Background: an optimization exercise with open tools, aiming at small area and a short achievable clock period. Do not read the settings as production practice.
In this exercise RTL edits were held to simulation tests only and were not proved equivalent to the original.
Power figures rest on the tool's default switching activity, not on a simulated workload.

==> flow/design.v, too long to show whole: its modules and the start of the top module <==
// module TwistPE: 26 lines
// module TwTree0: 132 lines
// module TwTree2: 171 lines
// module TwTreeL: 171 lines
// module TwDet: 193 lines
// module TwSel: 12 lines
// module TwFin: 237 lines
// module TwistMesh: 131 lines
// module twist_mesh_top: 31 lines
module twist_mesh_top #(
     parameter N_p = 4
)(
     input  logic                clk_i
    ,input  logic                reset_i
    ,input  logic [N_p*8-1:0]    in_weight_i
    ,input  logic [N_p-1:0]      in_lock_i
    ,input  logic [N_p*8-1:0]    in_ifmap_i
    ,input  logic [N_p*32-1:0]   in_psum_i
    ,input  logic                in_propagate_i
    ,input  logic                in_valid_i
    ,input  logic                in_last_i
    ,output logic [N_p*32-1:0]   out_psum_o
    ,output logic                out_valid_o
    ,output logic                out_last_o
);
  // ...
==> flow/run.sh <==
#!/bin/bash
# synth_recipe.tcl (not shown) runs the flow's synth.tcl, then flattens the netlist and writes it again
# the make line also repeats each setting of config.mk as NAME=value (left out here)
make -C /OpenROAD-flow-scripts/flow DESIGN_CONFIG=/design/flow/config.mk WORK_HOME=/design/flow/orfs CLKGATE_MAP_FILE= SYNTH_SCRIPT=/design/flow/synth_recipe.tcl finish
==> flow/config.mk <==
export PLATFORM = sky130hd
export DESIGN_NAME = twist_mesh_top
export DESIGN_NICKNAME = twist_mesh_top
export VERILOG_FILES = /design/flow/design.v
export SDC_FILE = /design/flow/constraint.sdc
export NUM_CORES = 4
export LEC_CHECK = 0
export CAP_MARGIN = 20
export CORE_MARGIN = 2
export CORE_UTILIZATION = 40
export SETUP_SLACK_MARGIN = 3.5
export SLEW_MARGIN = 20
==> flow/constraint.sdc <==
create_clock -name core_clock -period 11.0 [get_ports {clk_i}]
set_input_delay 2.2000 -clock core_clock [delete_from_list [all_inputs] [get_ports {clk_i}]]
set_output_delay 2.2000 -clock core_clock [all_outputs]
set_load 0.01 [all_outputs]
==> summary.md, run 1 <==
| Metric | Value |
|---|---|
| TritonCTS buffer count | `between 100 and 150` |
| Setup TNS | `0 ns` |
| Vias | `about 50,000` |
| Hold_buf cts | `0` |
| Root buf cell | `clkbuf_16` |
| Final worst setup slack | `3.821 ns` |
| Biggest consumer | `combinational logic` |
| Ys async rst share | `0%` |
| Area share of fa/ha/maj cells after synthesis | `about a third` |
| Clock Power Share | `~17%` |
| Die X-Extent | `~420 um` |
| Placed Instances | `just under 10,000` |
| Critical-path cell list | `ha_1 -> inv_1 -> fa_1 -> nor2b_1 -> o2111ai_1 -> a311oi_1 -> a221o_1 -> a221o_1 -> xor2_2 -> nand2_2 -> o31ai_1 -> xnor2_1 -> a21boi_0 -> clkdlybuf4s50_1` |
| Area Growth Syn to Fin | `13.17%` |
| Status | `finished clean` |
| Clock buffer count | `148` |
| Number of diodes | `4` |
| Critical register-to-register path startpoint | `u_mesh.g_psum[1].pos0_r` |
| WHS Endpoint | `u_mesh.g_psum[3].h3_r[15]` |
| Met1 usage | `between 30% and 40%` |
| Seq Cell Count | `a little over 1,000` |
| CTS resizes | `2` |
| Vias per cell | `5.135` |
| Final HPWL DP | `roughly 150,000 um` |
| Post-synthesis compound-gate area fraction | `roughly 11%` |
| LEAKAGE | `36.09 nW` |
| NumNets Final | `~9,100` |
| Commonest cells post-synth | `1,009 x dfxtp_1, 896 x fa_1, 887 x inv_1` |
| Top cell category | `multi-input combinational cells` |
| Net Switching | `9.777 mW` |
| Critical Path End | `out_psum_o[63]` |
| Initial DRC count | `approximately 3,200` |
| Layout cells sized above 1 | `around 3.8%` |
| Hold path startpoint | `u_mesh.g_psum[3].o1_r[31]` |
| CP top delay family | `compound AO/OA/AOI/OAI gates` |
| Met3 usage | `2.471%` |
==> run 2: changes to the inputs <==
--- a/flow/config.mk
+++ b/flow/config.mk
@@ -8,5 +8,5 @@
 export CAP_MARGIN = 20
 export CORE_MARGIN = 2
 export CORE_UTILIZATION = 40
-export SETUP_SLACK_MARGIN = 3.5
+export SETUP_SLACK_MARGIN = 5
 export SLEW_MARGIN = 20
==> run 2 against run 1 <==
  * Final cell count is 2.0% higher
  * Worst setup slack improved by 1.0 ns
  * Largest cell class unchanged
  * Combinational power is 11% higher
  * Sequential share of layout area fell by 0.80 points
  * Via count is 2.8% higher
  * Fmax is 17% higher
  * Non-clock buffer count is 178 higher
  * Final area grew 4.1%
  * Count of clock-buffer cells in the layout fell by 4
  * Synthesized cell count is the same
==> summary.md, run 2 <==
| Metric | Value |
|---|---|
| Starting Density | `40.22%` |
| Setup violators final | `0` |
| Filler cell count | `about 16,000` |
| Final worst setup slack | `4.870 ns (+1.049 ns)` |
| TritonCTS buffer count | `107 (unchanged)` |
| Peak VDD IR | `a little over 200 uV` |
| GP Congestion | `roughly 0.89` |
| Commonest non-fill, non-tap cell in the layout | `dfxtp_1` |
| Synth warnings | `2` |
| CTS tree | `yes` |
| I/O Pins | `331` |
| Maximum clock rate | `approximately 0.16 GHz` |
| H-tree levels | `3` |
| Area of the multi-input gates | `roughly 0.048 sq mm` |
| Crit-path max FO | `4` |
| Count leader, synth | `dfxtp_1` |
| Tcrit/Tclk final | `roughly 56%` |
| Final HPWL DP | `155,800 um (+0.62%)` |
| Mux contribution to synthesized area | `approximately 2.2%` |
| Synthesized area | `just over 0.07 sq mm` |
| LEAKAGE | `37.70 nW (+4.5%)` |
| Core ar. | `roughly 0.18 sq mm` |
| Grt ovf | `0` |
| Gr usage total | `22.08%` |
| Chip Height | `424.6 um` |
| Largest area contributor in the netlist | `dfxtp_1` |
| Area share of fa/ha/maj cells after synthesis | `32.57% (unchanged)` |
| Avg Synthesized Cell Area | `around 9.6 sq um` |
| Worst Hold Class | `reg -> reg` |
| Primary FF master, synth | `dfxtp_1` |
| Count of cell types in the netlist | `92` |
| Final hold viol count | `0` |
| Slew margin rel. | `around 25%` |
| #FFs+latches synth | `roughly 1,000` |
| Ys async rst share | `0% (unchanged)` |
| First-pass GRT wire length | `approximately 310,000 um` |
| Synthesized net count | `~8,900` |
| Post-synth EDFFs | `0` |
| 1st-pass router iterations | `6` |
| Die X-Extent | `424.6 um (unchanged)` |
| Most frequent cells in the layout | `927 x dfxtp_1, 888 x fa_1, 881 x inv_1, 719 x nand2_1, 542 x and2_1` |
| Actual slew at the worst max-slew pin | `1.127 ns` |
| Cell Pwr Density | `a little under 300 mW/mm^2` |
| Final hold slack | `roughly 0.32 ns` |
| Hold_buf cts | `0 (unchanged)` |
| Final min period | `about 6.1 ns` |
| Post-synthesis sequential area ratio | `between 20% and 30%` |
| Final Max Tran Viols | `0` |
| Top post-synthesis cells by area | `dfxtp_1 29%, fa_1 25%, ha_1 7.2%, and2_1 4.9%, inv_1 4.7%` |
| Worst-case clock skew | `0.03573 ns` |
| Setup TNS | `0 ns (unchanged)` |
| Cell Area, Placed | `~0.076 sq mm` |
| Max-Cap Viols | `0` |
| Layout cells sized above 1 | `11.55% (+7.8 points)` |
| Commonest cells post-synth | `1,009 x dfxtp_1, 896 x fa_1, 887 x inv_1` |
| Max reg flops | `about 130` |
| Full die area | `around 0.18 sq mm` |
| Routed Antenna Nets | `0` |
| Clk slew on worst S/H paths | `approximately 0.060 ns` |
| PortBufs | `330` |
| CP required | `around 9 ns` |
| Initial antenna violation count | `13` |
| Biggest register | `u_mesh.g_psum.o1_r` |
| DRC errors left | `0` |
| Largest net degree at the start of global routing | `76` |
| Post-synthesis compound-gate area fraction | `11.35% (unchanged)` |
| Clock buffer depth | `3` |
| Post-Syn Instances | `around 7,400` |
| FP Rows | `154` |
| Proportion of netlist area held by the largest area contributor | `28.55%` |
| Total power | `approximately 24 mW` |
| NumNets Final | `9,275 (+2.1%)` |
| Clock latency on the worst-skew pair | `0.75 ns` |
| Vias | `52,841 (+2.8%)` |
| Simple-Gate Fraction of Synth Area | `16.49%` |
| RSZ-0062 raised after global routing | `yes` |
| Number of global-route vias before repair | `54,436` |
| Vias per cell | `5.174 (+0.76%)` |
| Final wirelength | `200,700 um` |
| Post-Layout Inst Area | `approximately 0.083 sq mm` |
| Xor/xnor cell area share of the yosys netlist | `approximately 2.6%` |
| Combinational family with the most area after synthesis | `adder cells` |
| Setup crit end kind | `primary output` |
| Area Growth Syn to Fin | `17.76%` |
| Arr. time, crit path | `between 3 and 4 ns` |
| CP Class | `reg -> out` |
| Drt wl/cell | `19.65 um` |
| Root buf cell | `clkbuf_16` |
| Setup crit start kind | `flip-flop` |
| Dpl ws | `about 3.6 ns` |
| Reg area | `slightly above 0.02 sq mm` |
| Status | `finished clean` |
| # clock sinks | `1,009` |
| Initial DRC count | `3,549 (+11%)` |
==> run 2: logic make-up (layout without fill, tap and decap cells) <==
group	count (synthesis)	in the layout
simple gates	2295	2307
flops	1009	1009
xor+xnor	206	206
mux	152	152
other cells	0	10
compound gates	1255	1255
fa+ha+maj	1304	1304
buf+inv	1185	1630
==> run 2: area by class of cell <==
type                    instances  area share, %
multi-input cells            5224          57.77
flip-flops and latches       1009          24.43
repair buffers                541          5.791
inverters                     887          4.008
clock buffers                 144          3.633
well taps                    2340          3.514
clock inverters                58         0.8275
diodes                         10        0.03003
==> run 2: timing repair <==
action / 4_1_cts / 5_1_grt
pin swaps: 90 / 121
gates resized for setup: 655 / 331
setup buffers: 102 / 66
hold endpoints to repair: 0 / 0
gates cloned: 16 / 4
setup endpoints to repair: 382 / 341
==> run 2: critical path, stage by stage (launching register included) <==
cell and delay [ns]:
dfxtp_2 0.34, ha_4 0.14, inv_2 0.03, fa_2 0.35
nor2b_4 0.15, o2111ai_4 0.15, a311oi_2 0.33, a221o_1 0.24
a221o_1 0.25, xor2_4 0.23, buf_6 0.13, buf_6 0.10
buf_6 0.09, buf_6 0.08, nand4_1 0.10, a31oi_1 0.20
nand4b_1 0.12, buf_2 0.15
==> run 2: per-stage QoR <==
step | util [%] | std cells
after global routing | 47.35 | 10207
after detailed placement | 43.44 | 9813
final | 47.36 | 10213
after CTS | 46.54 | 10133
after global placement | 43.44 | 9813
after floorplan | - | 7406
==> run 2: path summary, 6_finish.rpt <==
| check | from | end | slack (ns) | cells after the start |
|---|---|---|---|---|
| worst max-delay path | u_mesh.g_psum[1].y3_r[0] | out_psum_o[54] | 4.87 | 17 |
| worst min-delay path | u_mesh.g_psum[1].o1_r[20] | u_mesh.g_psum[1].h3_r[4] | 0.32 | 0 |
| worst min register to register | u_mesh.g_psum[1].o1_r[20] | u_mesh.g_psum[1].h3_r[4] | 0.32 | 0 |
| worst max register to register | u_mesh.g_row[2].g_col[2].u_pe.a_r[5] | u_mesh.g_psum[2].y3_r[4] | 5.13 | 19 |
==> run 2: metal layers <==
layer / GRT usage [%] / up-vias / routed length, um / share of wire (%)
met2: 35.14 / 1416 / 91120 / 45
li1: - / 24921 / - / -
met3: 2.700 / 271 / 10600 / 5.3
met1: 31.29 / 26231 / 93250 / 46
met5: 0 / - / 13 / 0.0065
met4: 6.856 / 2 / 5742 / 2.9
==> run 2: power by group <==
| part | leakage (nW) | switching, mW | internal [mW] |
|---|---|---|---|
| Sequential | 8.44 | 0.532 | 4.49 |
| Clock | 1.79 | 1.60 | 2.17 |
| Combinational | 27.5 | 8.48 | 6.80 |
| Total | 37.7 | 10.6 | 13.5 |
==> run 3: changes to the inputs <==
--- a/flow/config.mk
+++ b/flow/config.mk
@@ -7,6 +7,6 @@
 export LEC_CHECK = 0
 export CAP_MARGIN = 20
 export CORE_MARGIN = 2
-export CORE_UTILIZATION = 40
+export CORE_UTILIZATION = 60
 export SETUP_SLACK_MARGIN = 5
 export SLEW_MARGIN = 20
==> run 3 against run 2 <==
  * Largest cell class unchanged
  * Sequential share of layout area increased by 0.29 points
  * Final cell count is 8.3% lower
  * Synthesized area unchanged
  * Clock power up 3%
  * Combinational power hardly changed
==> summary.md, run 3 <==
| Metric | Value |
|---|---|
| Status | `finished clean` |
| PortBufs | `330 (unchanged)` |
| Final HPWL DP | `144,900 um (-7.0%)` |
| WP buf/inv | `4 (-2)` |
| Peak VDD IR | `222.5 uV (+8.1%)` |
| CP Class | `reg -> out` |
| Proportion of netlist area held by the largest area contributor | `28.55% (unchanged)` |
| Maximum clock rate | `0.1647 GHz (+0.94%)` |
| Tcrit/Tclk final | `55.21% (-0.52 points)` |
| Setup crit start kind | `flip-flop` |
| H-tree levels | `3 (unchanged)` |
| Crit-path max FO | `6 (+2)` |
| Final worst setup slack | `4.927 ns (+0.05705 ns)` |
| Post-synth EDFFs | `0 (unchanged)` |
| Total power | `24.36 mW (+1.2%)` |
| Cell Area, Placed | `0.07536 sq mm (-1.4%)` |
| Chip Height | `347.4 um (-18%)` |
| Slew margin rel. | `28.20% (+3.5 points)` |
| Largest area contributor in the netlist | `dfxtp_1` |
| Drt wl/cell | `20.26 um (+3.1%)` |
| Top post-synthesis cells by area | `dfxtp_1 29%, fa_1 25%, ha_1 7.2%, and2_1 4.9%, inv_1 4.7%` |
| #FFs+latches synth | `1,009 (unchanged)` |
| Crit-path max cell delay | `0.36 ns (about the same)` |
| Avg Synthesized Cell Area | `9.553 sq um (unchanged)` |
| Dpl ws | `3.577 ns (-0.06527 ns)` |
| Routed Antenna Nets | `0 (unchanged)` |
| Commonest cells post-synth | `1,009 x dfxtp_1, 896 x fa_1, 887 x inv_1` |
| Slowest cell on the critical path | `fa_2` |
| Full die area | `0.1207 sq mm (-33%)` |
| Grt ovf | `0 (unchanged)` |
| CP top delay family | `compound AO/OA/AOI/OAI gates` |
| Ys async rst share | `0% (unchanged)` |
| Count leader, synth | `dfxtp_1` |
| Area of the multi-input gates | `0.04813 sq mm (about the same)` |
| Most frequent cells in the layout | `931 x dfxtp_1, 883 x fa_1, 876 x inv_1, 720 x nand2_1, 541 x and2_1` |
| Reg area | `0.02034 sq mm (about the same)` |
| Max-Cap Viols | `0 (unchanged)` |
| Primary FF master, synth | `dfxtp_1` |
| Clock buffer depth | `3 (unchanged)` |
| Hold_buf cts | `0 (unchanged)` |
| Number of global-route vias before repair | `53,758 (-1.2%)` |
| RSZ-0062 raised after global routing | `yes` |
| Vias per cell | `5.702 (+10%)` |
| Final wirelength | `189,700 um (-5.5%)` |
| Hold Path Stages | `0 (unchanged)` |
| Synthesized net count | `8,911 (unchanged)` |
| Final hold slack | `0.3231 ns (-0.001697 ns)` |
| Clk slew on worst S/H paths | `0.07 ns (about the same)` |
| Placed Instances | `8,993 (-8.4%)` |
| Gr usage total | `30.94% (+8.9 points)` |
| 1st-pass router iterations | `6 (unchanged)` |
| LEAKAGE | `37.63 nW (-0.19%)` |
| Root buf cell | `clkbuf_16` |
| Vias | `53,415 (+1.1%)` |
| Max reg flops | `128 (unchanged)` |
| Initial DRC count | `4,046 (+14%)` |
| Critical Path Stages | `16 (-1)` |
| Actual slew at the worst max-slew pin | `1.076 ns (-0.05177 ns)` |
| Filler cell count | `9,047 (-45%)` |
| GP Congestion | `0.9186 (+2.9%)` |
| Cell Pwr Density | `296.1 mW/mm^2 (+2.5%)` |
| CTS tree | `yes` |
| Final min period | `6.073 ns (-0.05705 ns)` |
| # clock sinks | `1,009 (unchanged)` |
| TritonCTS buffer count | `107 (unchanged)` |
| Post-Syn Instances | `7,406 (unchanged)` |
| Fin cells | `9,367 (-8.3%)` |
| Setup crit end kind | `primary output` |
| Die X-Extent | `347.4 um (-18%)` |
| Critical-path cell list | `ha_4 -> inv_2 -> fa_2 -> nor2b_2 -> o2111ai_2 -> a311oi_2 -> a221o_1 -> a221o_1 -> xor2_4 -> buf_6 -> buf_6 -> nand2_8 -> nor3_1 -> a31oi_1 -> nand4b_1 -> buf_2` |
| Setup TNS | `0 ns (unchanged)` |
| NumNets Final | `9,256 (-0.20%)` |
| Worst Hold Class | `reg -> reg` |
| CP required | `8.80 ns (about the same)` |
| Setup violators final | `0 (unchanged)` |
| Layout cells sized above 1 | `10.93% (-0.62 points)` |
| Count of cell types in the netlist | `92 (unchanged)` |
| Clock latency on the worst-skew pair | `0.70 ns (-0.05 ns)` |
| Initial antenna violation count | `12 (-1)` |
| Area Growth Syn to Fin | `16.29%` |
| Post-synthesis sequential area ratio | `28.55% (unchanged)` |
| Worst Reg-to-Reg Cells | `22 (+3)` |
| Final core occ | `70.61% (+23 points)` |
| Starting Density | `60.72% (+21 points)` |
| DRC errors left | `0 (unchanged)` |
| Largest net degree at the start of global routing | `108 (+42%)` |
| Synth warnings | `2 (unchanged)` |
| Biggest register | `u_mesh.g_psum.o1_r` |
| Arr. time, crit path | `3.87 ns (-0.06 ns)` |
| Final hold viol count | `0 (unchanged)` |
| First-pass GRT wire length | `296,100 um (-5.7%)` |
| Worst-case clock skew | `0.02849 ns (-0.007237 ns)` |
| Post-Layout Inst Area | `0.08227 sq mm (-1.3%)` |
| Commonest non-fill, non-tap cell in the layout | `dfxtp_1` |
| Synthesized area | `0.07075 sq mm (unchanged)` |
| FP Rows | `125 (-19%)` |
| Core ar. | `0.1165 sq mm (-34%)` |
| I/O Pins | `331 (unchanged)` |
| Final Max Tran Viols | `0 (unchanged)` |
-- run 3: cell counts after synthesis --
Identical to the previous run, type by type.
-- run 3: power breakdown --
part | total, mW | switching [mW] | leakage, nW | internal, mW
Sequential | 5.01 | 0.516 | 8.44 | 4.49
Combinational | 15.5 | 8.71 | 27.3 | 6.76
Clock | 3.89 | 1.58 | 1.86 | 2.31
-- run 3: routing by layer --
metal  GRT usage [%]  vias to the layer above  routed length, um
met1           44.56                    26465              84470
met5               0                        -                 36
met2           49.19                     1806              86860
met4           8.137                        6               4758
li1                -                    24844                  -
met3           4.392                      294              13630
-- run 3: repair_timing --
item,in CTS,in global routing
gates cloned,10,11
pin swaps,67,120
gates resized for setup,532,346
endpoints found under the setup margin,383,342
buffers inserted,71,81
-- run 3: layout make-up --
type | instances | area share [%]
Tap cell | 1524 | 2.318
Clock buffer | 138 | 3.619
Multi-Input combinational cell | 5226 | 58.51
Clock inverter | 61 | 1.051
Sequential cell | 1009 | 24.72
Timing Repair Buffer | 520 | 5.717
Inverter | 887 | 4.064
Antenna cell | 2 | 0.006083
-- run 3: cell families after synthesis --
family | synth area share (%)
AOI/OAI and AO/OA | 11.35
xor gates and xnor gates | 2.550
adders and majority gates | 32.57
buffers and inverters | 6.312
DFF | 28.55
muxes | 2.177
and+or+nand+nor | 16.49
-- run 3: path summary, 6_finish.rpt --
check / from / endpoint / slack (ns)
worst max-delay path: u_mesh.g_psum[1].y3_r[0] / out_psum_o[54] / 4.93
worst min-delay path: u_mesh.g_psum[2].o1_r[18] / u_mesh.g_psum[2].h3_r[2] / 0.32
worst max register to register: u_mesh.ifmap_r[45] / u_mesh.g_psum[2].y3_r[14] / 5.10
worst min register to register: u_mesh.g_psum[2].o1_r[18] / u_mesh.g_psum[2].h3_r[2] / 0.32
==> run 4: changes to the inputs <==
--- a/flow/config.mk
+++ b/flow/config.mk
@@ -5,8 +5,8 @@
 export SDC_FILE = /design/flow/constraint.sdc
 export NUM_CORES = 4
 export LEC_CHECK = 0
-export CAP_MARGIN = 20
+export CAP_MARGIN = 10
 export CORE_MARGIN = 2
 export CORE_UTILIZATION = 60
 export SETUP_SLACK_MARGIN = 5
-export SLEW_MARGIN = 20
+export SLEW_MARGIN = 10
==> run 4 against run 3 <==
  * First-iteration DRC count fell by 9.3%
  * Critical path depth did not move
  * Highest routed layer unchanged
  * Non-clock buffer count fell by 2
  * Combinational power barely moved
  * Worst setup slack got worse by 0.051 ns
  * Sequential share of layout area barely moved
  * Largest power group unchanged
==> summary.md, run 4 <==
| Metric | Value |
|---|---|
| #FFs+latches synth | `1,009 (unchanged)` |
| Simple-Gate Fraction of Synth Area | `16.49% (unchanged)` |
| Setup crit end kind | `primary output` |
| Vias | `53,318 (-0.18%)` |
| Die X-Extent | `347.4 um (unchanged)` |
| Clk slew on worst S/H paths | `0.06 ns (about the same)` |
| Vias per cell | `5.692 (-0.19%)` |
| GP Congestion | `0.9186 (unchanged)` |
| Status | `finished clean` |
| Number of global-route vias before repair | `54,090 (+0.62%)` |
| Layout cells sized above 1 | `10.68% (-0.25 points)` |
| Slowest cell on the critical path | `fa_2` |
| Largest net degree at the start of global routing | `108 (unchanged)` |
| Commonest non-fill, non-tap cell in the layout | `dfxtp_1` |
| CTS tree | `yes` |
| Critical register-to-register path startpoint | `u_mesh.ifmap_r[28]` |
| Synthesized area | `0.07075 sq mm (unchanged)` |
| Worst Setup SP | `u_mesh.g_psum[1].y3_r[0]` |
| RSZ-0062 raised after global routing | `yes` |
| Crit-path max cell delay | `0.36 ns (about the same)` |
| Initial DRC count | `3,669 (-9.3%)` |
| Synth warnings | `2 (unchanged)` |
| Mux contribution to synthesized area | `2.177% (unchanged)` |
| Full die area | `0.1207 sq mm (unchanged)` |
| Max reg flops | `128 (unchanged)` |
| Root buf cell | `clkbuf_16` |
| LEAKAGE | `37.45 nW (-0.46%)` |
| Count of cell types in the netlist | `92 (unchanged)` |
| Proportion of netlist area held by the largest area contributor | `28.55% (unchanged)` |
| Setup crit start kind | `flip-flop` |
| Final hold viol count | `0 (unchanged)` |
| Synthesized net count | `8,911 (unchanged)` |
| Setup TNS | `0 ns (unchanged)` |
| Starting Density | `60.72% (unchanged)` |
| Worst Hold Class | `reg -> reg` |
| Slew margin rel. | `33.60% (+5.4 points)` |
| Worst-case clock skew | `0.02845 ns (-0.00004240 ns)` |
| Crit-path max FO | `4 (-2)` |
| Initial antenna violation count | `13 (+1)` |
| Actual slew at the worst max-slew pin | `0.9960 ns (-0.07958 ns)` |
| 1st-pass router iterations | `7 (+1)` |
| Xor/xnor cell area share of the yosys netlist | `2.550% (unchanged)` |
| Clock latency on the worst-skew pair | `0.70 ns (about the same)` |
| Grt ovf | `0 (unchanged)` |
| Hold path startpoint | `u_mesh.g_psum[3].o1_r[23]` |
| Commonest cells post-synth | `1,009 x dfxtp_1, 896 x fa_1, 887 x inv_1` |
| Dpl ws | `3.551 ns (-0.02595 ns)` |
| Final core occ | `70.51% (-0.099 points)` |
| Ys async rst share | `0% (unchanged)` |
| NumNets Final | `9,251 (-0.054%)` |
| Most frequent cells in the layout | `934 x dfxtp_1, 884 x fa_1, 876 x inv_1, 723 x nand2_1, 544 x and2_1` |
| Post-synthesis sequential area ratio | `28.55% (unchanged)` |
| DRC errors left | `0 (unchanged)` |
| CP required | `8.80 ns (about the same)` |
| Final wirelength | `189,300 um (-0.22%)` |
| Biggest register | `u_mesh.g_psum.o1_r` |
| PortBufs | `330 (unchanged)` |
| Clock buffer depth | `3 (unchanged)` |
| H-tree levels | `3 (unchanged)` |
| Cell Pwr Density | `294.7 mW/mm^2 (-0.47%)` |
| Count leader, synth | `dfxtp_1` |
| Peak VDD IR | `223.2 uV (+0.32%)` |
| FP Rows | `125 (unchanged)` |
| Critical-path cell list | `ha_4 -> inv_2 -> fa_2 -> nor2b_2 -> o2111ai_2 -> a311oi_2 -> a221o_1 -> a221o_1 -> xor2_4 -> buf_6 -> buf_6 -> buf_6 -> nand4_1 -> a31oi_1 -> nand4b_1 -> buf_2` |
| Routed Antenna Nets | `0 (unchanged)` |
| CP top delay family | `compound AO/OA/AOI/OAI gates` |
| Crit path top cell by count | `buf_6` |
| Fin cells | `9,368 (+0.011%)` |
| Drt wl/cell | `20.21 um (-0.23%)` |
| Top post-synthesis cells by area | `dfxtp_1 29%, fa_1 25%, ha_1 7.2%, and2_1 4.9%, inv_1 4.7%` |
| Gr usage total | `31.02% (+0.077 points)` |
| TritonCTS buffer count | `107 (unchanged)` |
| CP Class | `reg -> out` |
| Area Growth Syn to Fin | `16.13%` |
| Post-synth EDFFs | `0 (unchanged)` |
| Primary FF master, synth | `dfxtp_1` |
| Maximum clock rate | `0.1633 GHz (-0.84%)` |
| Max-Cap Viols | `0 (unchanged)` |
| Final HPWL DP | `144,900 um (about the same)` |
| Setup violators final | `0 (unchanged)` |
| Tcrit/Tclk final | `55.68% (+0.47 points)` |
| Core ar. | `0.1165 sq mm (unchanged)` |
| Post-Syn Instances | `7,406 (unchanged)` |
| # clock sinks | `1,009 (unchanged)` |
| I/O Pins | `331 (unchanged)` |
| Final min period | `6.125 ns (+0.05118 ns)` |
| Final Max Tran Viols | `0 (unchanged)` |
| WP buf/inv | `5 (+1)` |
| Post-synthesis compound-gate area fraction | `11.35% (unchanged)` |
| First-pass GRT wire length | `297,200 um (+0.37%)` |
| Area share of fa/ha/maj cells after synthesis | `32.57% (unchanged)` |
| Chip Height | `347.4 um (unchanged)` |
| Combinational family with the most area after synthesis | `adder cells` |
| Avg Synthesized Cell Area | `9.553 sq um (unchanged)` |
| Final worst setup slack | `4.875 ns (-0.05118 ns)` |
| Largest area contributor in the netlist | `dfxtp_1` |
| Arr. time, crit path | `3.92 ns (+0.05 ns)` |
| Placed Instances | `8,993 (unchanged)` |
[run 4: final timing paths]
path,endpoint,slack [ns],depth (start not counted)
min,u_mesh.g_psum[3].h3_r[7],0.32,0
max,out_psum_o[54],4.88,16
max reg2reg,u_mesh.g_psum[1].y3_r[2],5.14,23
min reg2reg,u_mesh.g_psum[3].h3_r[7],0.32,0
[run 4: stage by stage]
| stage | total power [mW] | hold slack, ns | instance area [sq um] |
|---|---|---|---|
| after CTS | 23.49 | 0.3228 | 80600 |
| after detailed placement | 18.91 | 0.3121 | 75360 |
| after global placement | 18.61 | 0.3101 | 75360 |
| after floorplan | 14.15 | 0.3096 | 71030 |
| final | 24.21 | 0.3234 | 82160 |
| after global routing | 26.15 | 0.3269 | 82140 |
[run 4: area by class of cell]
class	instances	area (sq um)
sequential	1009	20320
tap	1524	1907
inverter	887	3344
clock buffer	143	3077
clock inverter	57	777.0
antenna	7	17.52
fill	8947	34360
multi-input combinational	5223	48080
timing repair buffer	518	4633
[run 4: kinds of logic (layout without fill, tap and decap cells)]
family                   Yosys count  count (layout)
AO/OA/AOI/OAI                   1255            1255
buffers and inverters           1185            1605
adder cells (fa/ha/maj)         1304            1304
AND/OR/NAND/NOR                 2295            2306
multiplexers                     152             152
XOR/XNOR                         206             206
flip-flops                      1009            1009
other                              0               7
[run 4: what timing repair did]
action | 4_1_cts | 5_1_grt
buffers inserted | 73 | 77
pin swaps | 68 | 126
endpoints found under the setup margin | 383 | 335
endpoints found under the hold margin | 0 | 0
hold buffers | 0 | 0
gates cloned | 9 | 9
resized for setup | 543 | 292
[run 4: power by group]
group | switching [mW] | internal [mW] | leakage [nW]
Sequential | 0.512 | 4.49 | 8.44
Clock | 1.57 | 2.31 | 1.86
Combinational | 8.65 | 6.67 | 27.2
[run 4: metal layers]
| layer | vias to the layer above | track usage, % | routed length (um) |
|---|---|---|---|
| met2 | 1777 | 49.51 | 86540 |
| li1 | 24828 | - | - |
| met4 | 8 | 8.474 | 5033 |
| met3 | 301 | 5.087 | 13860 |
| met1 | 26404 | 43.92 | 83790 |
| met5 | - | 0 | 98 |
==> run 5: changes to the inputs <==
--- a/flow/config.mk
+++ b/flow/config.mk
@@ -5,8 +5,11 @@
 export SDC_FILE = /design/flow/constraint.sdc
 export NUM_CORES = 4
 export LEC_CHECK = 0
-export CAP_MARGIN = 10
+export CAP_MARGIN = 20
 export CORE_MARGIN = 2
 export CORE_UTILIZATION = 60
+export CTS_BUF_LIST = sky130_fd_sc_hd__clkbuf_8
+export CTS_CLUSTER_DIAMETER = 50
+export CTS_CLUSTER_SIZE = 16
 export SETUP_SLACK_MARGIN = 5
-export SLEW_MARGIN = 10
+export SLEW_MARGIN = 20
==> run 5 against run 4 <==
  * Clock power fell by 28%
  * Register-to-register slack worse by 0.03 ns
  * Synthesized cell count did not move
  * Global-route usage increased by 0.17 points
  * Worst hold slack better by 0.0059 ns
  * Largest cell class unchanged
  * Die area unchanged
  * Synthesized area did not move
  * Final area down 0.81%
==> summary.md, run 5 <==
| Metric | Value |
|---|---|
| Grt ovf | `0 (unchanged)` |
| Most frequent cells in the layout | `906 x dfxtp_1, 884 x fa_1, 878 x inv_1, 718 x nand2_1, 542 x and2_1` |
| #FFs+latches synth | `1,009 (unchanged)` |
| Cell Pwr Density | `288.6 mW/mm^2 (-2.1%)` |
| Total power | `23.52 mW (-2.8%)` |
| Proportion of netlist area held by the largest area contributor | `28.55% (unchanged)` |
| Number of global-route vias before repair | `54,091 (+0.0018%)` |
| Crit-path max FO | `6 (+2)` |
| DRC errors left | `0 (unchanged)` |
| Tcrit/Tclk final | `56.43% (+0.75 points)` |
| TritonCTS buffer count | `108 (+0.93%)` |
| Die X-Extent | `347.4 um (unchanged)` |
| I/O Pins | `331 (unchanged)` |
| Clock buffer depth | `3 (unchanged)` |
| Drt wl/cell | `20.26 um (+0.23%)` |
| Final hold viol count | `0 (unchanged)` |
| Worst Setup SP | `u_mesh.g_psum[1].y3_r[0]` |
| PortBufs | `330 (unchanged)` |
| LEAKAGE | `36.97 nW (-1.3%)` |
| Root buf cell | `clkbuf_8` |
| Slew margin rel. | `25.30% (-8.3 points)` |
| Final Max Tran Viols | `0 (unchanged)` |
| Peak VDD IR | `270.3 uV (+21%)` |
| CP required | `8.80 ns (about the same)` |
| Crit-path max cell delay | `0.35 ns (about the same)` |
| Commonest cells post-synth | `1,009 x dfxtp_1, 896 x fa_1, 887 x inv_1` |
| Starting Density | `60.72% (unchanged)` |
| Setup violators final | `0 (unchanged)` |
| Arr. time, crit path | `4.01 ns (+0.09 ns)` |
| Max reg flops | `128 (unchanged)` |
| Final min period | `6.207 ns (+0.08275 ns)` |
| Maximum clock rate | `0.1611 GHz (-1.3%)` |
| RSZ-0062 raised after global routing | `yes` |
| Vias | `53,567 (+0.47%)` |
| Post-synthesis sequential area ratio | `28.55% (unchanged)` |
| Status | `finished clean` |
| 1st-pass router iterations | `9 (+2)` |
| Layout cells sized above 1 | `12.76% (+2.1 points)` |
| Biggest register | `u_mesh.g_psum.o1_r` |
| Gr usage total | `31.19% (+0.17 points)` |
| Final wirelength | `190,300 um (+0.53%)` |
| GP Congestion | `0.9186 (unchanged)` |
| Count leader, synth | `dfxtp_1` |
| Crit path top cell by count | `a221o_1` |
| Worst-case clock skew | `0.08748 ns (+0.05902 ns)` |
| Avg Synthesized Cell Area | `9.553 sq um (unchanged)` |
| Chip Height | `347.4 um (unchanged)` |
| Synthesized net count | `8,911 (unchanged)` |
| Max-Cap Viols | `0 (unchanged)` |
| Worst Hold Class | `reg -> reg` |
| Critical register-to-register path startpoint | `u_mesh.ifmap_r[45]` |
| Initial antenna violation count | `12 (-1)` |
| Synth warnings | `2 (unchanged)` |
| Routed Antenna Nets | `0 (unchanged)` |
| FP Rows | `125 (unchanged)` |
| Top post-synthesis cells by area | `dfxtp_1 29%, fa_1 25%, ha_1 7.2%, and2_1 4.9%, inv_1 4.7%` |
| # clock sinks | `1,009 (unchanged)` |
| Critical-path cell list | `ha_4 -> inv_2 -> fa_2 -> nor2b_2 -> o2111ai_2 -> a311oi_2 -> a221o_1 -> a221o_1 -> xor2_4 -> and2_4 -> buf_12 -> nand2_8 -> o211ai_1 -> buf_2` |
| Final HPWL DP | `144,900 um (about the same)` |
| Filler cell count | `9,120 (+1.9%)` |
| Final hold slack | `0.3293 ns (+0.005893 ns)` |
| Full die area | `0.1207 sq mm (unchanged)` |
| Ys async rst share | `0% (unchanged)` |
| Actual slew at the worst max-slew pin | `1.119 ns (+0.1229 ns)` |
| Clk slew on worst S/H paths | `0.09 ns (+0.03 ns)` |
| Area Growth Syn to Fin | `15.19%` |
| Initial DRC count | `3,938 (+7.3%)` |
| Primary FF master, synth | `dfxtp_1` |
| Largest area contributor in the netlist | `dfxtp_1` |
| Setup crit end kind | `primary output` |
| Setup TNS | `0 ns (unchanged)` |
| Vias per cell | `5.701 (+0.17%)` |
| Post-synth EDFFs | `0 (unchanged)` |
| Count of cell types in the netlist | `92 (unchanged)` |
| Clock latency on the worst-skew pair | `0.87 ns (+0.17 ns)` |
| H-tree levels | `3 (unchanged)` |
| Setup crit start kind | `flip-flop` |
| Core ar. | `0.1165 sq mm (unchanged)` |
| Hold path startpoint | `u_mesh.weight_r[39]` |
| Synthesized area | `0.07075 sq mm (unchanged)` |
| First-pass GRT wire length | `298,500 um (+0.42%)` |
| Commonest non-fill, non-tap cell in the layout | `dfxtp_1` |
| NumNets Final | `9,290 (+0.42%)` |
| Largest net degree at the start of global routing | `108 (unchanged)` |
| CTS tree | `yes` |
| Hold_buf cts | `0 (unchanged)` |
| Post-Syn Instances | `7,406 (unchanged)` |
| Slowest cell on the critical path | `fa_2` |
| CP Class | `reg -> out` |
## run 5: cell counts after synthesis
No cell type changed its count.
## run 5: final timing paths
path	cells after the start	slack (ns)	endpoint
max	14	4.79	out_psum_o[60]
min	0	0.33	u_mesh.weight_r[47]
max reg2reg	22	5.11	u_mesh.g_psum[2].x3_r[8]
min reg2reg	0	0.33	u_mesh.weight_r[47]
## run 5: area by class of cell
class / count / area (sq um) / area share, %
clock buffer: 114 / 1569 / 1.925
timing repair buffer: 553 / 4845 / 5.945
inverter: 887 / 3349 / 4.110
clock inverter: 80 / 949.7 / 1.165
antenna: 3 / 7.507 / 0.009212
sequential: 1009 / 20370 / 24.99
tap: 1524 / 1907 / 2.340
multi-input combinational: 5226 / 48500 / 59.52
## run 5: kinds of logic (layout without fill, tap and decap cells)
kind of cell	after synthesis	in the layout	share of synthesized area [%]
muxes	152	152	2.177
buffers and inverters	1185	1634	6.312
and+or+nand+nor	2295	2309	16.49
DFF	1009	1009	28.55
other	0	3	0
adders and majority gates	1304	1304	32.57
xor gates and xnor gates	206	206	2.550
AOI/OAI and AO/OA	1255	1255	11.35
## run 5: critical path: cells and delay by family, from the launching register on
| kind | cells | cell delay, ns |
|---|---|---|
| xor+xnor | 1 | 0.31 |
| fa+ha+maj | 2 | 0.49 |
| flops | 1 | 0.34 |
| compound gates | 5 | 1.21 |
| simple gates | 3 | 0.48 |
| buf+inv | 3 | 0.39 |
## run 5: routing by layer
metal | global-route usage (%) | part of all wire, % | up-vias | routed length (um)
li1 | - | - | 24914 | -
met1 | 44.97 | 45 | 26547 | 84880
met2 | 49.29 | 46 | 1792 | 87060
met3 | 4.478 | 7.2 | 308 | 13620
met4 | 8.607 | 2.5 | 6 | 4724
met5 | 0 | 0.023 | - | 44
## run 5: report_power, final
part           internal (mW)  switching, mW  leakage [nW]
Sequential              4.49          0.527          8.44
Clock                   1.22           1.57          1.24
Combinational           6.88           8.84          27.3
Total                   12.6           10.9          37.0
## run 5: through the flow
stage | instance area [sq um] | utilization, % | instances | setup slack (ns)
3_3_place_gp | 75360 | 64.68 | 8993 | 3.687
4_1_cts | 79710 | 68.41 | 9303 | 4.754
6_report | 81490 | 69.94 | 9396 | 4.793
3_5_place_dp | 75360 | 64.68 | 8993 | 3.577
2_1_floorplan | 71030 | - | 7406 | 4.762
5_1_grt | 81490 | 69.94 | 9395 | 4.650
## run 5: timing repair
| action | 4_1_cts | 5_1_grt |
|---|---|---|
| gates resized for setup | 699 | 374 |
| endpoints found under the setup margin | 384 | 352 |
| buffers inserted | 99 | 84 |
| pin swaps | 99 | 134 |
| cloned | 17 | 6 |
==> run 6: changes to the inputs <==
==> flow/flow/run.sh (new file) <==
#!/bin/bash
cp standard.sh standard_sh.log
export SETUP_SLACK_MARGIN=6.5
bash standard.sh > standard_run.log 2>&1
==> flow/standard.sh (new file) <==
#!/bin/bash
# synth_recipe.tcl (not shown) runs the flow's synth.tcl, then flattens the netlist and writes it again
# the make line also repeats each setting of config.mk as NAME=value (left out here)
make -C /OpenROAD-flow-scripts/flow DESIGN_CONFIG=/design/flow/config.mk WORK_HOME=/design/flow/orfs CLKGATE_MAP_FILE= SYNTH_SCRIPT=/design/flow/synth_recipe.tcl "${@:-finish}"
==> flow/config.mk (replaced) <==
export PLATFORM = sky130hd
export DESIGN_NAME = twist_mesh_top
export DESIGN_NICKNAME = twist_mesh_top
export VERILOG_FILES = /design/flow/design.v
export SDC_FILE = /design/flow/constraint.sdc
export NUM_CORES = 4
export LEC_CHECK = 0
export CAP_MARGIN = 20
export CORE_MARGIN = 2
export CORE_UTILIZATION = 40
export SLEW_MARGIN = 20
removed: flow/run.sh
==> run 6 against run 5 <==
  * Clock power up 42%
  * Core utilization decreased by 17 points
  * Total power rose by 26%
  * Non-clock buffer count is 417 higher
  * Sequential share of layout area fell by 2.9 points
  * Critical path depth increased by 3
  * Count of clock-buffer cells in the layout rose by 32
  * Combinational power grew 32%
  * Critical endpoint is now out_psum_o[34]
==> summary.md, run 6 <==
| Metric | Value |
|---|---|
| Arr. time, crit path | `3.86 ns (-0.15 ns)` |
| Commonest non-fill, non-tap cell in the layout | `dfxtp_1` |
| Post-Syn Instances | `7,406 (unchanged)` |
| Clock latency on the worst-skew pair | `0.75 ns (-0.12 ns)` |
| Final HPWL DP | `154,500 um (+6.6%)` |
| Chip Height | `424.6 um (+22%)` |
| RSZ-0062 raised after global routing | `yes` |
| Largest net degree at the start of global routing | `100 (-7.4%)` |
| Number of global-route vias before repair | `57,690 (+6.7%)` |
| I/O Pins | `331 (unchanged)` |
| CP required | `8.80 ns (about the same)` |
| Max-Cap Viols | `0 (unchanged)` |
| Setup crit end kind | `primary output` |
| Crit-path max FO | `6 (unchanged)` |
| Layout cells sized above 1 | `26.78% (+14 points)` |
| Worst-case clock skew | `0.03917 ns (-0.04831 ns)` |
| Routed Antenna Nets | `0 (unchanged)` |
| Actual slew at the worst max-slew pin | `1.083 ns (-0.03584 ns)` |
| Post-Layout Inst Area | `0.09366 sq mm (+15%)` |
| Biggest register | `u_mesh.g_psum.o1_r` |
| Xor/xnor cell area share of the yosys netlist | `2.550% (unchanged)` |
| Largest area contributor in the netlist | `dfxtp_1` |
| First-pass GRT wire length | `332,200 um (+11%)` |
| Final min period | `6.057 ns (-0.1504 ns)` |
| Setup crit start kind | `flip-flop` |
| DRC errors left | `0 (unchanged)` |
| Vias per cell | `5.243 (-8.0%)` |
| 1st-pass router iterations | `5 (-4)` |
| Count leader, synth | `dfxtp_1` |
| LEAKAGE | `40.92 nW (+11%)` |
| Tcrit/Tclk final | `55.06% (-1.4 points)` |
| Cell Pwr Density | `316.6 mW/mm^2 (+9.7%)` |
| Die X-Extent | `424.6 um (+22%)` |
| CTS tree | `yes` |
| Final Max Tran Viols | `0 (unchanged)` |
| TritonCTS buffer count | `109 (+0.93%)` |
| Avg Synthesized Cell Area | `9.553 sq um (unchanged)` |
| Final wirelength | `215,400 um (+13%)` |
| Worst Hold Class | `reg -> reg` |
| Root buf cell | `clkbuf_16` |
| Most frequent cells in the layout | `857 x dfxtp_1, 829 x inv_1, 712 x fa_1, 666 x nand2_1, 514 x and2_1` |
| Top post-synthesis cells by area | `dfxtp_1 29%, fa_1 25%, ha_1 7.2%, and2_1 4.9%, inv_1 4.7%` |
| Combinational family with the most area after synthesis | `adder cells` |
| Primary FF master, synth | `dfxtp_1` |
| Full die area | `0.1803 sq mm (+49%)` |
| CP Class | `reg -> out` |
| Synthesized area | `0.07075 sq mm (unchanged)` |
| Post-synthesis compound-gate area fraction | `11.35% (unchanged)` |
| #FFs+latches synth | `1,009 (unchanged)` |
| Gr usage total | `23.41% (-7.8 points)` |
| Setup TNS | `0 ns (unchanged)` |
| # clock sinks | `1,009 (unchanged)` |
| Count of cell types in the netlist | `92 (unchanged)` |
| Commonest cells post-synth | `1,009 x dfxtp_1, 896 x fa_1, 887 x inv_1` |
| Grt ovf | `0 (unchanged)` |
| Drt wl/cell | `20.19 um (-0.35%)` |
| Area Growth Syn to Fin | `32.38%` |
| Ys async rst share | `0% (unchanged)` |
| Simple-Gate Fraction of Synth Area | `16.49% (unchanged)` |
| Clk slew on worst S/H paths | `0.06 ns (-0.03 ns)` |
| Synthesized net count | `8,911 (unchanged)` |
| Post-synth EDFFs | `0 (unchanged)` |
| Final hold viol count | `0 (unchanged)` |
| FP Rows | `154 (+23%)` |
| NumNets Final | `9,731 (+4.7%)` |
| Clock buffer depth | `3 (unchanged)` |
| Setup violators final | `0 (unchanged)` |
| Vias | `55,938 (+4.4%)` |
| Maximum clock rate | `0.1651 GHz (+2.5%)` |
| Cell Area, Placed | `0.07890 sq mm (+4.7%)` |
| Status | `finished clean` |
| Starting Density | `40.22% (-21 points)` |
| Proportion of netlist area held by the largest area contributor | `28.55% (unchanged)` |
| PortBufs | `330 (unchanged)` |
| Initial antenna violation count | `31 (+19)` |
| Core ar. | `0.1759 sq mm (+51%)` |
| Area share of fa/ha/maj cells after synthesis | `32.57% (unchanged)` |
| Mux contribution to synthesized area | `2.177% (unchanged)` |
| Initial DRC count | `3,864 (-1.9%)` |
| Max reg flops | `128 (unchanged)` |
| Synth warnings | `2 (unchanged)` |
| Crit-path max cell delay | `0.38 ns (+0.03 ns)` |
| Post-synthesis sequential area ratio | `28.55% (unchanged)` |
| H-tree levels | `3 (unchanged)` |
| GP Congestion | `0.8790 (-4.3%)` |
| Slowest cell on the critical path | `a311oi_2` |
| Slew margin rel. | `27.79% (+2.5 points)` |
| Peak VDD IR | `233.8 uV (-13%)` |
| Critical-path cell list | `ha_4 -> inv_2 -> fa_2 -> nor2b_4 -> o2111ai_4 -> a311oi_2 -> a221o_1 -> a221o_1 -> xor2_1 -> buf_6 -> and2_4 -> buf_12 -> nand2_8 -> buf_12 -> buf_8 -> o21ai_4 -> buf_6` |
run 6: cell counts after synthesis:
Identical to the previous run, type by type.
run 6: cells by family after synthesis:
| logic type | Yosys count |
|---|---|
| AO/OA/AOI/OAI | 1255 |
| XOR/XNOR | 206 |
| adder cells (fa/ha/maj) | 1304 |
| buffers and inverters | 1185 |
| flip-flops | 1009 |
| multiplexers | 152 |
| AND/OR/NAND/NOR | 2295 |
run 6: worst paths after layout:
kind	startpoint	end	slack [ns]	cells after the start
max	u_mesh.g_psum[1].y3_r[0]	out_psum_o[34]	4.94	17
min	u_mesh.g_psum[0].o1_r[28]	u_mesh.g_psum[0].h3_r[12]	0.32	0
max reg2reg	u_mesh.ifmap_r[46]	u_mesh.g_psum[2].y3_r[4]	5.25	21
min reg2reg	u_mesh.g_psum[0].o1_r[28]	u_mesh.g_psum[0].h3_r[12]	0.32	0
run 6: worst max-delay path, delay by kind of cell, from the launching register on:
family / cells / cell delay (ns)
fa+ha+maj: 2 / 0.50
simple gates: 3 / 0.40
flops: 1 / 0.34
xor+xnor: 1 / 0.17
buf+inv: 6 / 0.74
compound gates: 5 / 1.00
run 6: layout make-up:
type,instances,area (sq um)
Fill cell,15327,82260
Multi-Input combinational cell,5249,53150
Sequential cell,1009,20660
Timing Repair Buffer,970,9603
Inverter,887,3359
Clock buffer,146,3119
Tap cell,2340,2928
Clock inverter,55,795.8
Antenna cell,14,35.03
run 6: metal layers:
layer / track usage (%) / vias up / routed length, um
met5: 0 / - / 100
met4: 7.657 / 14 / 6594
met3: 2.911 / 346 / 11670
met2: 37.29 / 1610 / 98310
met1: 32.96 / 28049 / 98710
li1: - / 25919 / -
run 6: power by group:
part | switching, mW | leakage, nW | internal, mW
registers | 0.510 | 8.49 | 4.49
logic | 10.7 | 30.5 | 10.0
clock network | 1.59 | 1.90 | 2.35
total | 12.8 | 40.9 | 16.9
run 6: timing repair:
action | in CTS | in global routing
buffers inserted | 441 | 154
pin swaps | 345 | 305
cloned | 54 | 5
setup endpoints to repair | 475 | 412
hold buffers | 0 | 0
gates resized for setup | 1488 | 495
run 6: stage by stage:
stage | cells | total power, mW | util, % | hold slack, ns | worst slack [ns]
final | 10670 | 29.65 | 53.24 | 0.3203 | 4.943
after global routing | 10666 | 31.84 | 53.23 | 0.3303 | 4.780
after CTS | 10496 | 27.69 | 51.43 | 0.3240 | 4.870
after detailed placement | 9800 | 20.64 | 44.85 | 0.3121 | 3.690
after global placement | 9799 | 20.36 | 44.84 | 0.3119 | 3.842
after floorplan | 7406 | 15.95 | - | 0.3096 | 4.769
==> run 7: changes to the inputs <==
==> flow/run.sh (new file) <==
#!/bin/bash
# synth_recipe.tcl (not shown) runs the flow's synth.tcl, then flattens the netlist and writes it again
# the make line also repeats each setting of config.mk as NAME=value (left out here)
make -C /OpenROAD-flow-scripts/flow DESIGN_CONFIG=/design/flow/config.mk WORK_HOME=/design/flow/orfs CLKGATE_MAP_FILE= SYNTH_SCRIPT=/design/flow/synth_recipe.tcl finish
--- a/flow/config.mk
+++ b/flow/config.mk
@@ -7,5 +7,7 @@
 export LEC_CHECK = 0
 export CAP_MARGIN = 20
 export CORE_MARGIN = 2
-export CORE_UTILIZATION = 40
+export CORE_UTILIZATION = 60
+export SETUP_SLACK_MARGIN = 5
 export SLEW_MARGIN = 20
+export TNS_END_PERCENT = 30
removed: flow/flow/run.sh
removed: flow/standard.sh
==> run 7 against run 6 <==
  * Final cell count decreased by 13%
  * Global-route usage increased by 7.5 points
  * Sequential share of layout area is 3.0 points higher
  * Die area decreased by 33%
  * Via count shrank 5.6%
  * Total power shrank 20%
  * Clock skew shrank 0.0088 ns
  * Sequential power barely moved
  * Synthesized cell count stayed put
  * Combinational power decreased by 28%
  * Fmax is 1.9% lower
  * Non-clock buffer count is 502 lower
  * Critical endpoint is now out_psum_o[52]
  * Largest cell class unchanged
  * Largest power group unchanged
==> summary.md, run 7 <==
| Metric | Value |
|---|---|
| Clock Power Share | `16.3% (+3.0 points)` |
| Setup violators final | `0 (unchanged)` |
| Die X-Extent | `347.4 um (-18%)` |
| Synth warnings | `2 (unchanged)` |
| Routed Antenna Nets | `0 (unchanged)` |
| Crit-path max cell delay | `0.36 ns (-0.02 ns)` |
| Total power | `23.80 mW (-20%)` |
| Final hold viol count | `0 (unchanged)` |
| CP Class | `reg -> out` |
| Synthesized net count | `8,911 (unchanged)` |
| Top post-synthesis cells by area | `dfxtp_1 29%, fa_1 25%, ha_1 7.2%, and2_1 4.9%, inv_1 4.7%` |
| Arr. time, crit path | `3.98 ns (+0.12 ns)` |
| Comb pwr share | `62.8% (-7.0 points)` |
| Ys async rst share | `0% (unchanged)` |
| PortBufs | `330 (unchanged)` |
| Proportion of netlist area held by the largest area contributor | `28.55% (unchanged)` |
| Most frequent cells in the layout | `947 x dfxtp_1, 888 x fa_1, 881 x inv_1, 723 x nand2_1, 544 x and2_1` |
| LEAKAGE | `37.08 nW (-9.4%)` |
| 1st-pass router iterations | `6 (+1)` |
| Worst Reg-to-Reg Cells | `22 (+4.8%)` |
| Worst-case clock skew | `0.03039 ns (-0.008778 ns)` |
| Initial antenna violation count | `9 (-71%)` |
| Commonest cells post-synth | `1,009 x dfxtp_1, 896 x fa_1, 887 x inv_1` |
| Drt wl/cell | `19.96 um (-1.1%)` |
| Critical register-to-register path startpoint | `u_mesh.ifmap_r[28]` |
| Primary FF master, synth | `dfxtp_1` |
| Status | `finished clean` |
| GP Congestion | `0.9009 (+2.5%)` |
| Peak VDD IR | `282.6 uV (+21%)` |
| Max reg flops | `128 (unchanged)` |
| Post-Syn Instances | `7,406 (unchanged)` |
| Switching Share | `43.92% (+0.85 points)` |
| Vias | `52,823 (-5.6%)` |
| Final Max Tran Viols | `0 (unchanged)` |
| Layout cells sized above 1 | `8.610% (-18 points)` |
| Critical-path cell list | `ha_2 -> inv_2 -> fa_2 -> nor2b_2 -> o2111ai_2 -> a311oi_2 -> a221o_1 -> a221o_1 -> xor2_4 -> nand2_4 -> buf_4 -> o21ai_1 -> nor2_1 -> a211oi_1 -> buf_2` |
| Grt ovf | `0 (unchanged)` |
| Final min period | `6.177 ns (+0.1196 ns)` |
| Critical Path End | `out_psum_o[52]` |
| Crit-path max FO | `5 (-1)` |
| WP buf/inv | `3 (-3)` |
| Core ar. | `0.1165 sq mm (-34%)` |
| Maximum clock rate | `0.1619 GHz (-1.9%)` |
| Full die area | `0.1207 sq mm (-33%)` |
| Biggest register | `u_mesh.g_psum.o1_r` |
| Gr usage total | `30.91% (+7.5 points)` |
| P_int | `13.35 mW (-21%)` |
| #FFs+latches synth | `1,009 (unchanged)` |
| CP required | `8.80 ns (about the same)` |
| NumNets Final | `9,197 (-5.5%)` |
| RSZ-0062 raised after global routing | `yes` |
| Worst flop-to-flop path endpoint | `u_mesh.g_psum[1].y3_r[12]` |
| Number of global-route vias before repair | `53,683 (-6.9%)` |
| Actual slew at the worst max-slew pin | `1.066 ns (-0.01688 ns)` |
| Post-synth EDFFs | `0 (unchanged)` |
| Setup crit start kind | `flip-flop` |
| Synthesized area | `0.07075 sq mm (unchanged)` |
| Root buf cell | `clkbuf_16` |
| CTS tree | `yes` |
| Post-Layout Inst Area | `0.08116 sq mm (-13%)` |
| Fin cells | `9,310 (-13%)` |
| Worst Setup SP | `u_mesh.g_psum[1].y3_r[0]` |
| Count of cell types in the netlist | `92 (unchanged)` |
| Cell Pwr Density | `293.3 mW/mm^2 (-7.4%)` |
| Vias per cell | `5.674 (+8.2%)` |
| Post-synthesis sequential area ratio | `28.55% (unchanged)` |
| First-pass GRT wire length | `295,800 um (-11%)` |
| Slew margin rel. | `28.82% (+1.0 points)` |
| Final wirelength | `185,800 um (-14%)` |
| Max-Cap Viols | `0 (unchanged)` |
| Initial DRC count | `3,873 (+0.23%)` |
| Critical Path Stages | `15 (-2)` |
| I/O Pins | `331 (unchanged)` |
| Largest area contributor in the netlist | `dfxtp_1` |
| Net Switching | `10.45 mW (-18%)` |
| Clock latency on the worst-skew pair | `0.70 ns (-0.05 ns)` |
| Avg Synthesized Cell Area | `9.553 sq um (unchanged)` |
| CP top delay family | `compound AO/OA/AOI/OAI gates` |
| Largest net degree at the start of global routing | `113 (+13%)` |
| FP Rows | `125 (-19%)` |
| DRC errors left | `0 (unchanged)` |
| Starting Density | `60.72% (+21 points)` |
| Final core occ | `69.65% (+16 points)` |
| Sequential Power Share | `21.0% (+4.1 points)` |
| TritonCTS buffer count | `105 (-3.7%)` |
| Setup crit end kind | `primary output` |
| Chip Height | `347.4 um (-18%)` |
| Reg2reg setup slack | `4.84 ns (-0.41 ns)` |
| Count leader, synth | `dfxtp_1` |
| Clk slew on worst S/H paths | `0.07 ns (about the same)` |
| Setup TNS | `0 ns (unchanged)` |
| Crit path top cell by count | `a221o_1` |
| Hold Path Stages | `0 (unchanged)` |
| Slowest cell on the critical path | `a311oi_2` |
| Area Growth Syn to Fin | `14.71%` |
| Placed Instances | `8,993 (-8.2%)` |
| Final HPWL DP | `143,700 um (-7.0%)` |
| Worst Hold Class | `reg -> reg` |
| Clock buffer depth | `3 (unchanged)` |
| H-tree levels | `3 (unchanged)` |
| Cell Area, Placed | `0.07536 sq mm (-4.5%)` |
| Tcrit/Tclk final | `56.15% (+1.1 points)` |
| # clock sinks | `1,009 (unchanged)` |
| Hold path startpoint | `u_mesh.g_psum[0].o1_r[17]` |
| Commonest non-fill, non-tap cell in the layout | `dfxtp_1` |
==> run 7: cell counts after synthesis <==
No cell type changed its count.
==> run 7: metrics by stage <==
stage	worst slack, ns	hold slack (ns)
finish	4.823	0.3216
global route	4.646	0.3233
CTS	4.785	0.3165
detailed placement	3.789	0.3121
global placement	3.890	0.3110
floorplan	4.762	0.3096
==> run 7: power groups by stage <==
| stage | Sequential, mW | Clock [mW] | Combinational (mW) |
|---|---|---|---|
| after floorplan | 4.75 | 0 | 9.40 |
| final | 4.99 | 3.87 | 14.9 |
| after detailed placement | 5.04 | 0 | 13.8 |
| after CTS | 4.97 | 3.93 | 14.7 |
| after global routing | 5.04 | 4.08 | 16.6 |
| after global placement | 5.03 | 0 | 13.6 |
==> run 7: worst reg2reg max path: cells and delay by family, from the launching register on <==
kind / cells / cell delay [ns]
adders and majority gates: 7 / 3.05
DFF: 1 / 0.30
buffers and inverters: 4 / 0.53
xor gates and xnor gates: 1 / 0.17
and+or+nand+nor: 3 / 0.84
AOI/OAI and AO/OA: 7 / 1.16
==> run 7: routing by layer <==
layer | share of wire [%] | vias up | track usage, % | wire (um)
li1 | - | 24755 | - | -
met4 | 2.4 | 8 | 8.412 | 4549
met1 | 45 | 26068 | 44.25 | 83900
met2 | 45 | 1707 | 48.57 | 83550
met3 | 7.4 | 285 | 5.365 | 13740
met5 | 0.033 | - | 0 | 61
==> run 7: cells by family (layout without fill, tap and decap cells) <==
family	Yosys count	in the layout	share of synthesized area [%]
AND/OR/NAND/NOR	2295	2303	16.49
adder cells (fa/ha/maj)	1304	1304	32.57
AO/OA/AOI/OAI	1255	1255	11.35
buffers and inverters	1185	1552	6.312
flip-flops	1009	1009	28.55
XOR/XNOR	206	207	2.550
multiplexers	152	152	2.177
other	0	4	0
==> run 7: worst min path at each step <==
stage / end
after floorplan: u_mesh.g_psum[0].h3_r[0]
after global placement: u_mesh.g_psum[0].h3_r[12]
after detailed placement: u_mesh.g_psum[0].h3_r[5]
after CTS: u_mesh.g_psum[0].h3_r[1]
after global routing: u_mesh.g_psum[0].h3_r[1]
final: u_mesh.g_psum[0].h3_r[1]
==> run 7: timing repair <==
item,4_1_cts,5_1_grt
pin swaps,70,12
gates cloned,8,3
hold buffers,0,0
endpoints found under the setup margin,386,382
buffers inserted,90,15
resized for setup,454,123
==> run 7: final cells by class <==
class | instances | area, sq um
Inverter | 887 | 3343
Multi-Input combinational cell | 5221 | 47480
Fill cell | 9102 | 35360
Timing Repair Buffer | 468 | 4279
Antenna cell | 4 | 10.01
Sequential cell | 1009 | 20310
Tap cell | 1524 | 1907
Clock inverter | 62 | 827.0
Clock buffer | 135 | 2997
==> run 8: changes to the inputs <==
--- a/flow/config.mk
+++ b/flow/config.mk
@@ -10,4 +10,4 @@
 export CORE_UTILIZATION = 60
 export SETUP_SLACK_MARGIN = 5
 export SLEW_MARGIN = 20
-export TNS_END_PERCENT = 30
+export TNS_END_PERCENT = 0
==> run 8 against run 7 <==
  * Still clean
  * Register-to-register slack hardly changed
  * Via count is 1.1% lower
  * Final cell count is 0.67% lower
  * Worst setup slack worse by 0.099 ns
  * First-iteration DRC count is 7.3% lower
  * Clock skew is 0.00091 ns lower
  * Critical path depth is 1 lower
  * Sequential share of layout area is 0.18 points higher
  * Synthesized cell count stayed put
  * Synthesized area stayed put
  * Critical path type unchanged
  * Critical endpoint is now out_psum_o[127]
  * Largest cell class unchanged
  * Largest power group unchanged
  * Highest routed layer unchanged
==> summary.md, run 8 <==
| Metric | Value |
|---|---|
| Status | `finished clean` |
| Max reg flops | `128 (unchanged)` |
| Worst Reg-to-Reg Cells | `23 (+4.5%)` |
| Routed Antenna Nets | `0 (unchanged)` |
| Count leader, synth | `dfxtp_1` |
| Maximum clock rate | `0.1594 GHz (-1.6%)` |
| Drt wl/cell | `19.83 um (-0.64%)` |
| Slew margin rel. | `32.73% (+3.9 points)` |
| LEAKAGE | `36.61 nW (-1.2%)` |
| Initial antenna violation count | `12 (+3)` |
| CP required | `8.80 ns (about the same)` |
| Primary FF master, synth | `dfxtp_1` |
| Biggest register | `u_mesh.g_psum.o1_r` |
| Post-synthesis sequential area ratio | `28.55% (unchanged)` |
| Worst flop-to-flop path endpoint | `u_mesh.g_psum[1].y3_r[2]` |
| Top post-synthesis cells by area | `dfxtp_1 29%, fa_1 25%, ha_1 7.2%, and2_1 4.9%, inv_1 4.7%` |
| Synth warnings | `2 (unchanged)` |
| Hold_buf cts | `0 (unchanged)` |
| WP buf/inv | `2 (-1)` |
| Synthesized net count | `8,911 (unchanged)` |
| Max-Cap Viols | `0 (unchanged)` |
| Final wirelength | `183,400 um (-1.3%)` |
| Die X-Extent | `347.4 um (unchanged)` |
| Actual slew at the worst max-slew pin | `1.009 ns (-0.05724 ns)` |
| Starting Density | `60.72% (unchanged)` |
| Final HPWL DP | `143,900 um (about the same)` |
| Final hold viol count | `0 (unchanged)` |
| Setup TNS | `0 ns (unchanged)` |
| Setup crit start kind | `flip-flop` |
| Worst Setup SP | `u_mesh.g_psum[3].y3_r[0]` |
| Worst Hold Class | `reg -> reg` |
| Setup crit end kind | `primary output` |
| Largest net degree at the start of global routing | `105 (-7.1%)` |
| PortBufs | `330 (unchanged)` |
| Clock latency on the worst-skew pair | `0.71 ns (about the same)` |
| Grt ovf | `0 (unchanged)` |
| Setup violators final | `0 (unchanged)` |
| Most frequent cells in the layout | `973 x dfxtp_1, 891 x fa_1, 887 x inv_1, 725 x nand2_1, 545 x and2_1` |
| Cell Pwr Density | `290.3 mW/mm^2 (-0.99%)` |
| Chip Height | `347.4 um (unchanged)` |
| Peak VDD IR | `240.2 uV (-15%)` |
| CP Class | `reg -> out` |
| # clock sinks | `1,009 (unchanged)` |
| Full die area | `0.1207 sq mm (unchanged)` |
| Vias per cell | `5.651 (-0.40%)` |
| Dpl ws | `3.830 ns (+0.04125 ns)` |
| Final Max Tran Viols | `0 (unchanged)` |
| Avg Synthesized Cell Area | `9.553 sq um (unchanged)` |
| Final min period | `6.275 ns (+0.09868 ns)` |
| Crit path top cell by count | `and4_1` |
| Largest area contributor in the netlist | `dfxtp_1` |
| Root buf cell | `clkbuf_16` |
| Hold Path Stages | `0 (unchanged)` |
| Vias | `52,262 (-1.1%)` |
| CP top delay family | `compound AO/OA/AOI/OAI gates` |
| FP Rows | `125 (unchanged)` |
| Layout cells sized above 1 | `6.528% (-2.1 points)` |
| I/O Pins | `331 (unchanged)` |
| Final worst setup slack | `4.725 ns (-0.09868 ns)` |
| Commonest non-fill, non-tap cell in the layout | `dfxtp_1` |
| Post-Syn Instances | `7,406 (unchanged)` |
| Synthesized area | `0.07075 sq mm (unchanged)` |
| Initial DRC count | `3,591 (-7.3%)` |
| Gr usage total | `30.64% (-0.27 points)` |
| Clk slew on worst S/H paths | `0.06 ns (about the same)` |
| Core ar. | `0.1165 sq mm (unchanged)` |
| Arr. time, crit path | `4.08 ns (+0.10 ns)` |
| Tcrit/Tclk final | `57.05% (+0.90 points)` |
| Slowest cell on the critical path | `fa_2` |
| Placed Instances | `8,997 (+0.044%)` |
| Reg2reg setup slack | `4.85 ns (about the same)` |
| GP Congestion | `0.9206 (+2.2%)` |
| WHS Endpoint | `u_mesh.g_psum[2].h3_r[3]` |
| #FFs+latches synth | `1,009 (unchanged)` |
| Hold path startpoint | `u_mesh.g_psum[2].o1_r[19]` |
| Area Growth Syn to Fin | `13.52%` |
| NumNets Final | `9,138 (-0.64%)` |
| H-tree levels | `3 (unchanged)` |
| Proportion of netlist area held by the largest area contributor | `28.55% (unchanged)` |
| Commonest cells post-synth | `1,009 x dfxtp_1, 896 x fa_1, 887 x inv_1` |
| Critical register-to-register path startpoint | `u_mesh.ifmap_r[28]` |
| 1st-pass router iterations | `6 (unchanged)` |
| First-pass GRT wire length | `292,400 um (-1.1%)` |
| Crit-path max cell delay | `0.40 ns (+0.04 ns)` |
| Post-synth EDFFs | `0 (unchanged)` |
| Crit-path max FO | `6 (+1)` |
| DRC errors left | `0 (unchanged)` |
| Count of cell types in the netlist | `92 (unchanged)` |
| RSZ-0062 raised after global routing | `yes` |
| Final hold slack | `0.3252 ns (+0.003625 ns)` |
| CTS tree | `yes` |
| Number of global-route vias before repair | `52,659 (-1.9%)` |
| Worst-case clock skew | `0.02948 ns (-0.0009064 ns)` |
| Fin cells | `9,248 (-0.67%)` |
| Critical-path cell list | `ha_2 -> inv_1 -> fa_2 -> nor2b_1 -> o21ai_1 -> a21boi_2 -> o21ai_2 -> and3_4 -> a211o_4 -> and2_4 -> and4_1 -> a2111o_1 -> and4_1 -> clkdlybuf4s15_1` |
| Ys async rst share | `0% (unchanged)` |
| TritonCTS buffer count | `106 (+0.95%)` |
| Clock buffer depth | `3 (unchanged)` |
run 8: worst max path at each step:
stage                                    to  slack (ns)  depth (start not counted)
floorplan           u_mesh.g_psum[0].pos0_r        4.76                         18
global route                 out_psum_o[20]        4.59                         13
detailed placement  u_mesh.g_psum[3].neg0_r        3.83                         14
finish                      out_psum_o[127]        4.72                         14
CTS                          out_psum_o[93]        4.74                         16
global placement    u_mesh.g_psum[0].pos0_r        3.93                         17
run 8: metrics by stage:
| stage | cell area, sq um | power, mW | util [%] |
|---|---|---|---|
| 2_1_floorplan | 70990 | 14.14 | - |
| 3_3_place_gp | 75370 | 18.51 | 64.68 |
| 3_5_place_dp | 75370 | 18.79 | 64.68 |
| 4_1_cts | 79950 | 23.15 | 68.61 |
| 5_1_grt | 80310 | 25.34 | 68.92 |
| 6_report | 80310 | 23.32 | 68.93 |
run 8: metal layers:
layer / wire, um / up-vias / global-route usage, %
li1: - / 24620 / -
met2: 82720 / 1567 / 48.20
met4: 4237 / 4 / 7.400
met5: 27 / - / 0
met3: 12970 / 260 / 5.317
met1: 83410 / 25811 / 44.19
run 8: area by class of cell:
type	count	area [sq um]
diodes	3	7.507
well taps	1524	1907
multi-input cells	5217	47140
flip-flops and latches	1009	20250
fillers	9246	36200
inverters	887	3329
clock inverters	65	927.1
clock buffers	131	2918
repair buffers	412	3839
run 8: power breakdown:
part / internal, mW / switching (mW)
combinational: 6.32 / 8.10
sequential: 4.49 / 0.504
clock: 2.34 / 1.56
total: 13.2 / 10.2
run 8: kinds of logic (layout without fill, tap and decap cells):
logic type	Yosys count	in the layout	share of synthesized area, %
simple gates	2295	2299	16.49
fa+ha+maj	1304	1304	32.57
compound gates	1255	1255	11.35
buf+inv	1185	1495	6.312
flops	1009	1009	28.55
xor+xnor	206	207	2.550
mux	152	152	2.177
other cells	0	3	0
run 8: what timing repair did:
action                                  CTS  global route
endpoints found under the setup margin  392           388
resized for setup                       241            76
gates cloned                              5             1
setup buffers                            27            19
endpoints found under the hold margin     0             0
pin swaps                                27            25

-- port drivers added, routing unchanged --
In the flow no input, the clock included, has a driving cell. The finished layouts below were timed again as built, in two steps. Step 1: set_driving_cell puts a clkbuf_16 on clk_i and a buf_2 on each other input, an assumption about the parent block. Step 2 adds t to the input delays and takes it off the output delays; t is the mean of the earliest and latest rising clock arrival at the registers after step 1. Input paths then give back, and output paths get back, about the clock's delay inside the block. a / b / c = no drivers / after step 1 / after step 2; a / b = the first two.
| run | t, ns | setup WS [ns] | worst setup path after step 2 | slew at the worst register clock pin (ns) | pins driven straight from the clock port |
|---|---|---|---|---|---|
| run 1 | 0.799 | 3.821 / 3.745 / 3.129 | input to register | 0.08 / 0.08 | 1 |
| run 2 | 0.806 | 4.870 / 4.796 / 4.288 | input to register | 0.07 / 0.07 | 1 |
| run 3 | 0.770 | 4.927 / 4.847 / 4.327 | input to register | 0.07 / 0.07 | 1 |
| run 4 | 0.770 | 4.875 / 4.793 / 4.187 | input to register | 0.07 / 0.07 | 1 |
| run 5 | 0.900 | 4.793 / 4.717 / 4.309 | input to register | 0.10 / 0.10 | 1 |
| run 6 | 0.808 | 4.943 / 4.864 / 4.330 | input to register | 0.07 / 0.07 | 1 |
| run 7 | 0.766 | 4.823 / 4.739 / 4.334 | input to register | 0.07 / 0.07 | 1 |
| run 8 | 0.775 | 4.725 / 4.645 / 4.246 | input to register | 0.07 / 0.07 | 1 |
After both steps every run listed still meets setup and hold. For run 1, which loses most, drivers alone change the setup slack by -0.076 ns; drivers and shift together by -0.692 ns.
